Context: an optimization exercise on an open-source flow, tuned for small area. The choices shown serve that exercise and are no tape-out recipe. The RTL was checked by simulation tests, not by an equivalence proof against the original design.

==> flow/design.v (excerpt) <==
module nco (
	input  wire        clk_i,
	input  wire        rst_n,
	input  wire [31:0] acc_i,
	output wire [15:0] cos_o,
	output wire [15:0] sin_o
);
Size in the first run: about 3100 cells after synthesis, roughly 470 flip-flops, about 66 I/O pins.
Settings: LEC_CHECK=0, CAP_MARGIN=20, CORE_MARGIN=2, CORE_UTILIZATION=40, CTS_BUF_LIST=sky130_fd_sc_hd__clkbuf_16, CTS_CLUSTER_DIAMETER=100, CTS_CLUSTER_SIZE=30, SLEW_MARGIN=20; clock period 5.0 ns.
run.sh (not shown) runs the stock make flow with config.mk's settings and CLKGATE_MAP_FILE= SYNTH_SCRIPT=/design/flow/synth_recipe.tcl, a recipe that flattens the netlist after the stock synthesis.
Then changed:
CTS_BUF_LIST = sky130_fd_sc_hd__clkbuf_8   (was sky130_fd_sc_hd__clkbuf_16)
CTS_CLUSTER_DIAMETER = 60   (was 100)
CTS_CLUSTER_SIZE = 16   (was 30)
What happened: Hold slack gets better by 0.017 ns. Non-clock buffer count stays the same. Fmax rises by about 1.3%.
Then changed:
CAP_MARGIN = 0   (was 20)
CTS_BUF_LIST = sky130_fd_sc_hd__clkbuf_16   (was sky130_fd_sc_hd__clkbuf_8)
CTS_CLUSTER_DIAMETER = 100   (was 60)
CTS_CLUSTER_SIZE = 30   (was 16)
SLEW_MARGIN = 0   (was 20)
Result:
- cell area stays flat
- routed wire length is lower by about 0.5%
- setup slack degrades by 0.062 ns
- non-clock buffer count is unchanged
- count of clock-buffer cells in the layout is lower by 22

* * *

Setup of nickel:
Another version of the RTL of nco (not shown whole).
For scale: roughly 2900 cells after synthesis, about 440 flip-flops, roughly 66 I/O pins, ~27000 um^2 of cells after synthesis.
export LEC_CHECK = 0
export CAP_MARGIN = 20
export CORE_MARGIN = 2
export CORE_UTILIZATION = 40
export CTS_BUF_LIST = sky130_fd_sc_hd__clkbuf_16
export CTS_CLUSTER_DIAMETER = 150
export CTS_CLUSTER_SIZE = 30
export SLEW_MARGIN = 20
create_clock -name core_clock -period 5.0 [get_ports {clk_i}]
nickel completed every stage of the flow, and the final layout passed the timing, DRC and antenna checks.
Edits applied to the flow inputs when going from nickel to harbor:
- CTS_CLUSTER_DIAMETER now 100, was 150
==> flow/flow/run.sh (new file) <==
#!/bin/bash
# The standard ORFS layout (standard.sh) with these changes passed as make variables:
#  - ports are buffered with sky130_fd_sc_hd__buf_1 (every input and output still gets a buffer)
#  - CTS does not insert dummy load cells
#  - timing-driven global placement does not keep the resizer's buffers (GPL_KEEP_OVERFLOW=0)
#  - the post-CTS and post-route timing repairs aim for 0.1 ns of setup slack
# The full output of the run is kept in standard.log; ORFS keeps its per-step logs under orfs/logs.
set -o pipefail
bash standard.sh \
  "BUFFER_PORTS_ARGS=-buffer_cell sky130_fd_sc_hd__buf_1" \
  "CTS_ARGS=-sink_clustering_enable -repair_clock_nets -sink_clustering_size 18 -sink_clustering_max_diameter 80 -buf_list sky130_fd_sc_hd__clkbuf_8 -dont_use_dummy_load" \
  "GPL_KEEP_OVERFLOW=0" \
  "SETUP_SLACK_MARGIN=0.1" \
  finish > standard.log 2>&1
==> flow/standard.sh (new file) <==
#!/bin/bash
# synth_recipe.tcl (not shown) runs the flow's synth.tcl, then flattens the netlist and writes it again
# the make line also repeats each setting of config.mk as NAME=value (left out here)
make -C /OpenROAD-flow-scripts/flow DESIGN_CONFIG=/design/flow/config.mk WORK_HOME=/design/flow/orfs CLKGATE_MAP_FILE= SYNTH_SCRIPT=/design/flow/synth_recipe.tcl "${@:-finish}"
removed: flow/run.sh
Taking nickel as the reference, in harbor highest clock rate shrank by 0.71 MHz, number of antenna repair diodes up 2.
harbor against nickel: logic depth of the worst path, buffers included went down, clock-pin slew on the worst setup and hold paths essentially unchanged, via count shows a reduction of 558.
Between harbor and nickel, the final instance count without filler cells is higher for nickel.
In the reports for harbor and nickel, the smaller worst setup slack belongs to harbor.
Density: harbor sparser than nickel
For garnet, these inputs were changed with respect to harbor:
==> flow/flow/run.sh <==
#!/bin/bash
# The standard ORFS layout (standard.sh) with two changes passed as make variables:
#  - ports are buffered with sky130_fd_sc_hd__buf_1 (every input and output still gets a buffer)
#  - CTS does not insert dummy load cells
# The full output of the run is kept in standard.log; ORFS keeps its per-step logs under orfs/logs.
set -o pipefail
bash standard.sh \
  "BUFFER_PORTS_ARGS=-buffer_cell sky130_fd_sc_hd__buf_1" \
  "CTS_ARGS=-sink_clustering_enable -repair_clock_nets -sink_clustering_size 30 -sink_clustering_max_diameter 150 -buf_list sky130_fd_sc_hd__clkbuf_16 -dont_use_dummy_load" \
  finish > standard.log 2>&1
garnet completed end to end with timing, DRC and antenna clean.
Of garnet and harbor, it is garnet that has the lower shortest period the worst path allows.
Count of clock-buffer cells in the layout was lower in the run labelled garnet.
Going from harbor to garnet, deepest level of the CTS H-tree shows a reduction of 1, worst path arrival time was more or less identical, critical path depth has decreased.
Sort garnet and harbor by setup slack, ascending, and harbor comes first.
Utilization delta for garnet relative to harbor: 0.42 points lower
Input-level comparison between lagoon and garnet:
==> flow/run.sh (new file) <==
#!/bin/bash
# synth_recipe.tcl (not shown) runs the flow's synth.tcl, then flattens the netlist and writes it again
# the make line also repeats each setting of config.mk as NAME=value (left out here)
make -C /OpenROAD-flow-scripts/flow DESIGN_CONFIG=/design/flow/config.mk WORK_HOME=/design/flow/orfs CLKGATE_MAP_FILE= SYNTH_SCRIPT=/design/flow/synth_recipe.tcl finish
removed: flow/flow/run.sh
removed: flow/standard.sh
--- outcome ---
Diff garnet -> lagoon: number of rows in the core area closely matched the old numbers, worst hold slack after final layout increased by 7.5 ps relative to the old numbers.
garnet → lagoon: count of clock-net buffers in the final layout climbed 9; routed wire length climbed about 10%.
Compared with garnet, lagoon shows met2 usage higher by 4.5 points.

* * *

nco, a different RTL version from the one above (not shown whole).
For scale: roughly 430 flip-flops, about 26000 um^2 of cells after synthesis.
export LEC_CHECK = 0
export CAP_MARGIN = 20
export CORE_MARGIN = 2
export CORE_UTILIZATION = 40
export CTS_BUF_LIST = sky130_fd_sc_hd__clkbuf_16
export CTS_CLUSTER_DIAMETER = 100
export CTS_CLUSTER_SIZE = 30
export SLEW_MARGIN = 20
create_clock -name core_clock -period 5.0 [get_ports {clk_i}]
standard.sh (not shown) runs the stock make flow with config.mk's settings and CLKGATE_MAP_FILE= SYNTH_SCRIPT=/design/flow/synth_recipe.tcl, a recipe that flattens the netlist after the stock synthesis.
==> flow/flow/run.sh <==
#!/bin/bash
# The standard ORFS layout (standard.sh) with two changes passed as make variables:
#  - ports are buffered with sky130_fd_sc_hd__buf_1 (every input and output still gets a buffer)
#  - CTS does not insert dummy load cells
# The full output of the run is kept in standard.log; ORFS keeps its per-step logs under orfs/logs.
set -o pipefail
bash standard.sh \
  "BUFFER_PORTS_ARGS=-buffer_cell sky130_fd_sc_hd__buf_1" \
  "CTS_ARGS=-sink_clustering_enable -repair_clock_nets -sink_clustering_size 18 -sink_clustering_max_diameter 80 -buf_list sky130_fd_sc_hd__clkbuf_8 -dont_use_dummy_load" \
  finish > standard.log 2>&1
Change:
--- a/flow/flow/run.sh
+++ b/flow/flow/run.sh
@@ -4,0 +5 @@
+#  - timing-driven global placement does not keep the resizer's buffers (GPL_KEEP_OVERFLOW=0)
@@ -9 +10,2 @@
-  "CTS_ARGS=-sink_clustering_enable -repair_clock_nets -sink_clustering_size 18 -sink_clustering_max_diameter 80 -buf_list sky130_fd_sc_hd__clkbuf_8 -dont_use_dummy_load" \
+  "CTS_ARGS=-sink_clustering_enable -repair_clock_nets -sink_clustering_size 30 -sink_clustering_max_diameter 100 -buf_list sky130_fd_sc_hd__clkbuf_16 -dont_use_dummy_load" \
+  "GPL_KEEP_OVERFLOW=0" \
Fmax drops by a few percent; global-route usage fell by 0.90 points; first-iteration DRC count increases by about a fifth.
Change:
--- a/flow/flow/run.sh
+++ b/flow/flow/run.sh
@@ -2 +2 @@
-# The standard ORFS layout (standard.sh) with two changes passed as make variables:
+# The standard ORFS layout (standard.sh) with these changes passed as make variables:
@@ -5,0 +6 @@
+#  - the post-CTS and post-route timing repairs aim for 0.05 ns of setup slack
@@ -11,0 +13 @@
+  "SETUP_SLACK_MARGIN=0.05" \
=> The new run finished clean. Final area rises by 0.57%. Global-route usage hardly moves. Synthesized area is unchanged. Die area is unchanged. Via count goes up by 0.96%. Clock skew is higher by 0.035 ns.
Change:
--- a/flow/flow/run.sh
+++ b/flow/flow/run.sh
@@ -2 +2 @@
-# The standard ORFS layout (standard.sh) with these changes passed as make variables:
+# The standard ORFS layout (standard.sh) with two changes passed as make variables:
@@ -6 +6 @@
-#  - the post-CTS and post-route timing repairs aim for 0.05 ns of setup slack
+#  - the post-CTS and post-route timing repairs aim for 0.15 ns of setup slack
@@ -11 +11 @@
-  "CTS_ARGS=-sink_clustering_enable -repair_clock_nets -sink_clustering_size 30 -sink_clustering_max_diameter 100 -buf_list sky130_fd_sc_hd__clkbuf_16 -dont_use_dummy_load" \
+  "CTS_ARGS=-sink_clustering_enable -repair_clock_nets -sink_clustering_size 18 -sink_clustering_max_diameter 80 -buf_list sky130_fd_sc_hd__clkbuf_8 -dont_use_dummy_load" \
@@ -13 +13 @@
-  "SETUP_SLACK_MARGIN=0.05" \
+  "SETUP_SLACK_MARGIN=0.15" \
Result: Clock-buffer cell count came out higher by 13; synthesized area is unchanged; via count is about the same; fmax came out lower by about 0.6%; register-to-register slack loses 0.03 ns; routed wire length came out higher by about 1.6%; clock skew came out lower by 0.014 ns; worst setup slack loses 0.031 ns.
Change:
--- a/flow/flow/run.sh
+++ b/flow/flow/run.sh
@@ -6 +6 @@
-#  - the post-CTS and post-route timing repairs aim for 0.15 ns of setup slack
+#  - the post-CTS and post-route timing repairs aim for 0.05 ns of setup slack
@@ -13 +13 @@
-  "SETUP_SLACK_MARGIN=0.15" \
+  "SETUP_SLACK_MARGIN=0.05" \
What happened: The new run reached the layout checks and failed them: setup timing. Design area fell slightly. Wire length is lower slightly. Setup slack degrades by 0.20 ns. Maximum frequency came out lower by a few percent. Via count falls slightly. Hold slack improved by 0.024 ns. Clock-buffer cell count stays the same. Final cell count goes down slightly.

## port drivers added, routing unchanged
The flow's constraints put no driver on any port. The routed layouts listed below were extracted and timed again, unchanged, in two steps. Step 1: set_driving_cell puts a clkbuf_16 on clk_i and a buf_2 on each other input, an assumption about the parent block. Step 2 also shifts input and output timing later by t, the mid clock arrival at the registers, as if the neighbouring blocks saw the same clock. a / b / c = no drivers / after step 1 / after step 2; a / b = the first two.
| run | t (ns) | slack for setup (ns) | slew at the worst register clock pin (ns) |
|---|---|---|---|
| the first run of note 1 | 0.648 | 0.248 / 0.248 / 0.248 | 0.11 / 0.11 |
| the second run of note 1 | 0.682 | 0.308 / 0.308 / 0.308 | 0.10 / 0.10 |
| the third run of note 1 | 0.648 | 0.246 / 0.246 / 0.246 | 0.11 / 0.11 |
| nickel | 0.629 | 0.254 / 0.254 / 0.254 | 0.12 / 0.12 |
| harbor | 0.660 | 0.238 / 0.238 / 0.238 | 0.11 / 0.11 |
| garnet | 0.606 | 0.291 / 0.291 / 0.291 | 0.12 / 0.12 |
| lagoon | 0.648 | 0.236 / 0.236 / 0.236 | 0.11 / 0.11 |
| the first run of note 3 | 0.643 | 0.200 / 0.200 / 0.200 | 0.11 / 0.11 |
| the second run of note 3 | 0.607 | 0.081 / 0.081 / 0.081 | 0.11 / 0.11 |
| the third run of note 3 | 0.605 | 0.189 / 0.189 / 0.189 | 0.11 / 0.11 |
| the fourth run of note 3 | 0.634 | 0.158 / 0.158 / 0.158 | 0.11 / 0.11 |
| the fifth run of note 3 | 0.641 | -0.037 / -0.037 / -0.037 | 0.12 / 0.12 |
